Context: an optimization exercise on an open-source flow, tuned for small area, a short achievable clock period and few clock cycles per item. The choices shown serve that exercise and are no tape-out recipe. The RTL was checked by simulation tests, not by an equivalence proof against the original design. No activity file was given, so power comes from the tool's default toggle rates.

Design simple_modular_adder, start of the top module:
module simple_modular_adder(a,b,clk,rst,out,done);
input [255:0] a,b;
input clk,rst;
output [255:0] out;
output done;
wire [254:6] hs;
wire [62:0] bg, bp;
wire [31:0] pg, pp, eg;
wire [5:0] l0, l1;
wire c0, c1;
ma_low u_low(.a(a[4:0]), .b(b[4:0]), .x5(a[5] ^ b[5]), .l0(l0), .l1(l1), .c0(c0), .c1(c1));
ma_blk4 u_a0(.a(a[9:6]), .b(b[9:6]), .al(a[5]), .bl(b[5]), .hs(hs[9:6]), .bg(bg[0]), .bp(bp[0]));
ma_blk4 u_a1(.a(a[13:10]), .b(b[13:10]), .al(a[9]), .bl(b[9]), .hs(hs[13:10]), .bg(bg[1]), .bp(bp[1]));
ma_blk4 u_a2(.a(a[17:14]), .b(b[17:14]), .al(a[13]), .bl(b[13]), .hs(hs[17:14]), .bg(bg[2]), .bp(bp[2]));
ma_blk4 u_a3(.a(a[21:18]), .b(b[21:18]), .al(a[17]), .bl(b[17]), .hs(hs[21:18]), .bg(bg[3]), .bp(bp[3]));
ma_blk4 u_a4(.a(a[25:22]), .b(b[25:22]), .al(a[21]), .bl(b[21]), .hs(hs[25:22]), .bg(bg[4]), .bp(bp[4]));
ma_blk4 u_a5(.a(a[29:26]), .b(b[29:26]), .al(a[25]), .bl(b[25]), .hs(hs[29:26]), .bg(bg[5]), .bp(bp[5]));
ma_blk4 u_a6(.a(a[33:30]), .b(b[33:30]), .al(a[29]), .bl(b[29]), .hs(hs[33:30]), .bg(bg[6]), .bp(bp[6]));
ma_blk4 u_a7(.a(a[37:34]), .b(b[37:34]), .al(a[33]), .bl(b[33]), .hs(hs[37:34]), .bg(bg[7]), .bp(bp[7]));
ma_blk4 u_a8(.a(a[41:38]), .b(b[41:38]), .al(a[37]), .bl(b[37]), .hs(hs[41:38]), .bg(bg[8]), .bp(bp[8]));
ma_blk4 u_a9(.a(a[45:42]), .b(b[45:42]), .al(a[41]), .bl(b[41]), .hs(hs[45:42]), .bg(bg[9]), .bp(bp[9]));
ma_blk4 u_a10(.a(a[49:46]), .b(b[49:46]), .al(a[45]), .bl(b[45]), .hs(hs[49:46]), .bg(bg[10]), .bp(bp[10]));
ma_blk4 u_a11(.a(a[53:50]), .b(b[53:50]), .al(a[49]), .bl(b[49]), .hs(hs[53:50]), .bg(bg[11]), .bp(bp[11]));
ma_blk4 u_a12(.a(a[57:54]), .b(b[57:54]), .al(a[53]), .bl(b[53]), .hs(hs[57:54]), .bg(bg[12]), .bp(bp[12]));
ma_blk4 u_a13(.a(a[61:58]), .b(b[61:58]), .al(a[57]), .bl(b[57]), .hs(hs[61:58]), .bg(bg[13]), .bp(bp[13]));
ma_blk4 u_a14(.a(a[65:62]), .b(b[65:62]), .al(a[61]), .bl(b[61]), .hs(hs[65:62]), .bg(bg[14]), .bp(bp[14]));
  ...
clock: 5.0 ns
lec_check: 0
cap_margin: 20
core_margin: 2
core_utilization: 40
cts_cluster_diameter: 60
cts_cluster_size: 25
setup_slack_margin: 2.3
slew_margin: 20
synth_hierarchical: 0
standard.sh (not shown) runs the stock make flow with config.mk's settings and CLKGATE_MAP_FILE= SYNTH_SCRIPT=/design/flow/synth_recipe.tcl, a recipe that flattens the netlist after the stock synthesis.
==> flow/flow/run.sh <==
#!/bin/bash
# Layout flow: the standard ORFS flow (standard.sh), run on a config (own.mk) that
# includes the standard flow's config.mk and adds two settings:
#  - the port buffers are the smallest plain buffer, sky130_fd_sc_hd__buf_1, instead of
#    the delay cell buffer_ports picks by default (every port still gets its buffer);
#  - slow cells with long PMOS stacks (3- and 4-input OR/NOR and some complex AOI/OAI
#    gates) are added to the platform's don't-use list.
# Synthesis, registers, floorplan, power grid, tap cells, CTS and routing are the standard
# flow's. The make output goes to standard.log; ORFS keeps each step's log under orfs/logs.
set -euo pipefail
here=$(pwd)
cat > own.mk <<EOM
include $here/config.mk
export BUFFER_PORTS_ARGS = -buffer_cell sky130_fd_sc_hd__buf_1
export DONT_USE_CELLS = sky130_fd_sc_hd__nor3_1 sky130_fd_sc_hd__nor3_2 sky130_fd_sc_hd__nor3_4 sky130_fd_sc_hd__nor3b_1 sky130_fd_sc_hd__nor3b_2 sky130_fd_sc_hd__nor3b_4 sky130_fd_sc_hd__nor4_1 sky130_fd_sc_hd__nor4_2 sky130_fd_sc_hd__nor4_4 sky130_fd_sc_hd__nor4b_1 sky130_fd_sc_hd__nor4b_2 sky130_fd_sc_hd__nor4b_4 sky130_fd_sc_hd__nor4bb_1 sky130_fd_sc_hd__nor4bb_2 sky130_fd_sc_hd__nor4bb_4 sky130_fd_sc_hd__or3_1 sky130_fd_sc_hd__or3_2 sky130_fd_sc_hd__or3_4 sky130_fd_sc_hd__or3b_1 sky130_fd_sc_hd__or3b_2 sky130_fd_sc_hd__or3b_4 sky130_fd_sc_hd__or4_1 sky130_fd_sc_hd__or4_2 sky130_fd_sc_hd__or4_4 sky130_fd_sc_hd__or4b_1 sky130_fd_sc_hd__or4b_2 sky130_fd_sc_hd__or4b_4 sky130_fd_sc_hd__or4bb_1 sky130_fd_sc_hd__or4bb_2 sky130_fd_sc_hd__or4bb_4  sky130_fd_sc_hd__a2111o_1 sky130_fd_sc_hd__a2111o_2 sky130_fd_sc_hd__a2111o_4 sky130_fd_sc_hd__a2111oi_0 sky130_fd_sc_hd__a2111oi_1 sky130_fd_sc_hd__a2111oi_2 sky130_fd_sc_hd__a2111oi_4 sky130_fd_sc_hd__a222oi_1 sky130_fd_sc_hd__a2bb2o_1 sky130_fd_sc_hd__a2bb2o_2 sky130_fd_sc_hd__a2bb2o_4 sky130_fd_sc_hd__a2bb2oi_1 sky130_fd_sc_hd__a2bb2oi_2 sky130_fd_sc_hd__a2bb2oi_4 sky130_fd_sc_hd__a311o_1 sky130_fd_sc_hd__a311o_2 sky130_fd_sc_hd__a311o_4 sky130_fd_sc_hd__a311oi_1 sky130_fd_sc_hd__a311oi_2 sky130_fd_sc_hd__a311oi_4 sky130_fd_sc_hd__a32o_1 sky130_fd_sc_hd__a32o_2 sky130_fd_sc_hd__a32o_4 sky130_fd_sc_hd__a32oi_1 sky130_fd_sc_hd__a32oi_2 sky130_fd_sc_hd__a32oi_4 sky130_fd_sc_hd__a41o_1 sky130_fd_sc_hd__a41o_2 sky130_fd_sc_hd__a41o_4 sky130_fd_sc_hd__a41oi_1 sky130_fd_sc_hd__a41oi_2 sky130_fd_sc_hd__a41oi_4 sky130_fd_sc_hd__o2111a_1 sky130_fd_sc_hd__o2111a_2 sky130_fd_sc_hd__o2111a_4 sky130_fd_sc_hd__o2111ai_1 sky130_fd_sc_hd__o2111ai_2 sky130_fd_sc_hd__o2111ai_4 sky130_fd_sc_hd__o2bb2a_1 sky130_fd_sc_hd__o2bb2a_2 sky130_fd_sc_hd__o2bb2a_4 sky130_fd_sc_hd__o2bb2ai_1 sky130_fd_sc_hd__o2bb2ai_2 sky130_fd_sc_hd__o2bb2ai_4 sky130_fd_sc_hd__o311a_1 sky130_fd_sc_hd__o311a_2 sky130_fd_sc_hd__o311a_4 sky130_fd_sc_hd__o311ai_0 sky130_fd_sc_hd__o311ai_1 sky130_fd_sc_hd__o311ai_2 sky130_fd_sc_hd__o311ai_4 sky130_fd_sc_hd__o32a_1 sky130_fd_sc_hd__o32a_2 sky130_fd_sc_hd__o32a_4 sky130_fd_sc_hd__o32ai_1 sky130_fd_sc_hd__o32ai_2 sky130_fd_sc_hd__o32ai_4 sky130_fd_sc_hd__o41a_1 sky130_fd_sc_hd__o41a_2 sky130_fd_sc_hd__o41a_4 sky130_fd_sc_hd__o41ai_1 sky130_fd_sc_hd__o41ai_2 sky130_fd_sc_hd__o41ai_4 
EOM
sed "s#DESIGN_CONFIG=[^ ]*#DESIGN_CONFIG=$here/own.mk#" standard.sh > own.sh
bash own.sh > standard.log 2>&1
Testbench counts at the start, summed over its fixed seeds: cycles 1,024, items 512.
Next try:
--- a/flow/config.mk
+++ b/flow/config.mk
@@ -9,7 +9,8 @@
 export CORE_MARGIN = 2
 export CORE_UTILIZATION = 40
-export CTS_CLUSTER_DIAMETER = 60
-export CTS_CLUSTER_SIZE = 25
-export SETUP_SLACK_MARGIN = 2.3
+export CTS_CLUSTER_DIAMETER = 70
+export CTS_CLUSTER_SIZE = 30
+export SETUP_SLACK_MARGIN = 2.45
 export SLEW_MARGIN = 20
-export SYNTH_HIERARCHICAL = 0
+export SYNTH_HIERARCHICAL = 1
+export SYNTH_MINIMUM_KEEP_SIZE = 200
After rerunning:
- The new run produced a clean layout
- wire length rose by roughly a tenth
- count of clock-buffer cells in the layout fell by 6
- die area fell slightly
- setup slack got worse by 0.0042 ns
- total power rose slightly
- utilization rose by 3.2 points
- critical path depth rose by 3
Next try:
--- a/flow/config.mk
+++ b/flow/config.mk
@@ -9,8 +9,7 @@
 export CORE_MARGIN = 2
 export CORE_UTILIZATION = 40
-export CTS_CLUSTER_DIAMETER = 70
-export CTS_CLUSTER_SIZE = 30
-export SETUP_SLACK_MARGIN = 2.45
+export CTS_CLUSTER_DIAMETER = 60
+export CTS_CLUSTER_SIZE = 25
+export SETUP_SLACK_MARGIN = 2.3
 export SLEW_MARGIN = 20
 export SYNTH_HIERARCHICAL = 1
-export SYNTH_MINIMUM_KEEP_SIZE = 200
After rerunning:
- The changed run produced a clean layout
- die area falls by a few percent
- critical path depth falls by 2
- cell area falls by a few percent
Next try:
--- a/flow/config.mk
+++ b/flow/config.mk
@@ -14,2 +14,3 @@
 export SLEW_MARGIN = 20
 export SYNTH_HIERARCHICAL = 1
+export SYNTH_MINIMUM_KEEP_SIZE = 200
=> The new run passed the timing, DRC and antenna checks. Wire length rose by 6.7%. Core utilization fell by 1.8 points. Die area went up by 3.2%. Global-route usage is higher by 0.94 points.

-- static timing again, ports no longer ideal --
No port has a modelled driver above. Below, the same layouts with a new extraction and two added sets of constraints. Step 1: set_driving_cell puts a clkbuf_16 on clk and a buf_2 on each other input, an assumption about the parent block. Step 2 also shifts input and output timing later by t, the mid clock arrival at the registers, as if the neighbouring blocks saw the same clock. Three values: ideal ports, drivers, drivers and shift; two values: the first two.
run | t, ns | slack for setup (ns) | hold slack, ns
the first run | 0.643 | 2.296 / 2.296 / 1.763 | 0.416 / 0.416 / 0.416
the second run | 0.635 | 2.291 / 2.291 / 1.885 | 0.426 / 0.426 / 0.426
the third run | 0.647 | 2.310 / 2.310 / 1.800 | 0.420 / 0.420 / 0.420
the fourth run | 0.642 | 2.338 / 2.338 / 1.787 | 0.422 / 0.422 / 0.422
After both steps setup and hold are still met in every run listed. The setup slack of the fourth run, which loses most, moves by 0.000 ns with the drivers and by -0.551 ns with both steps.
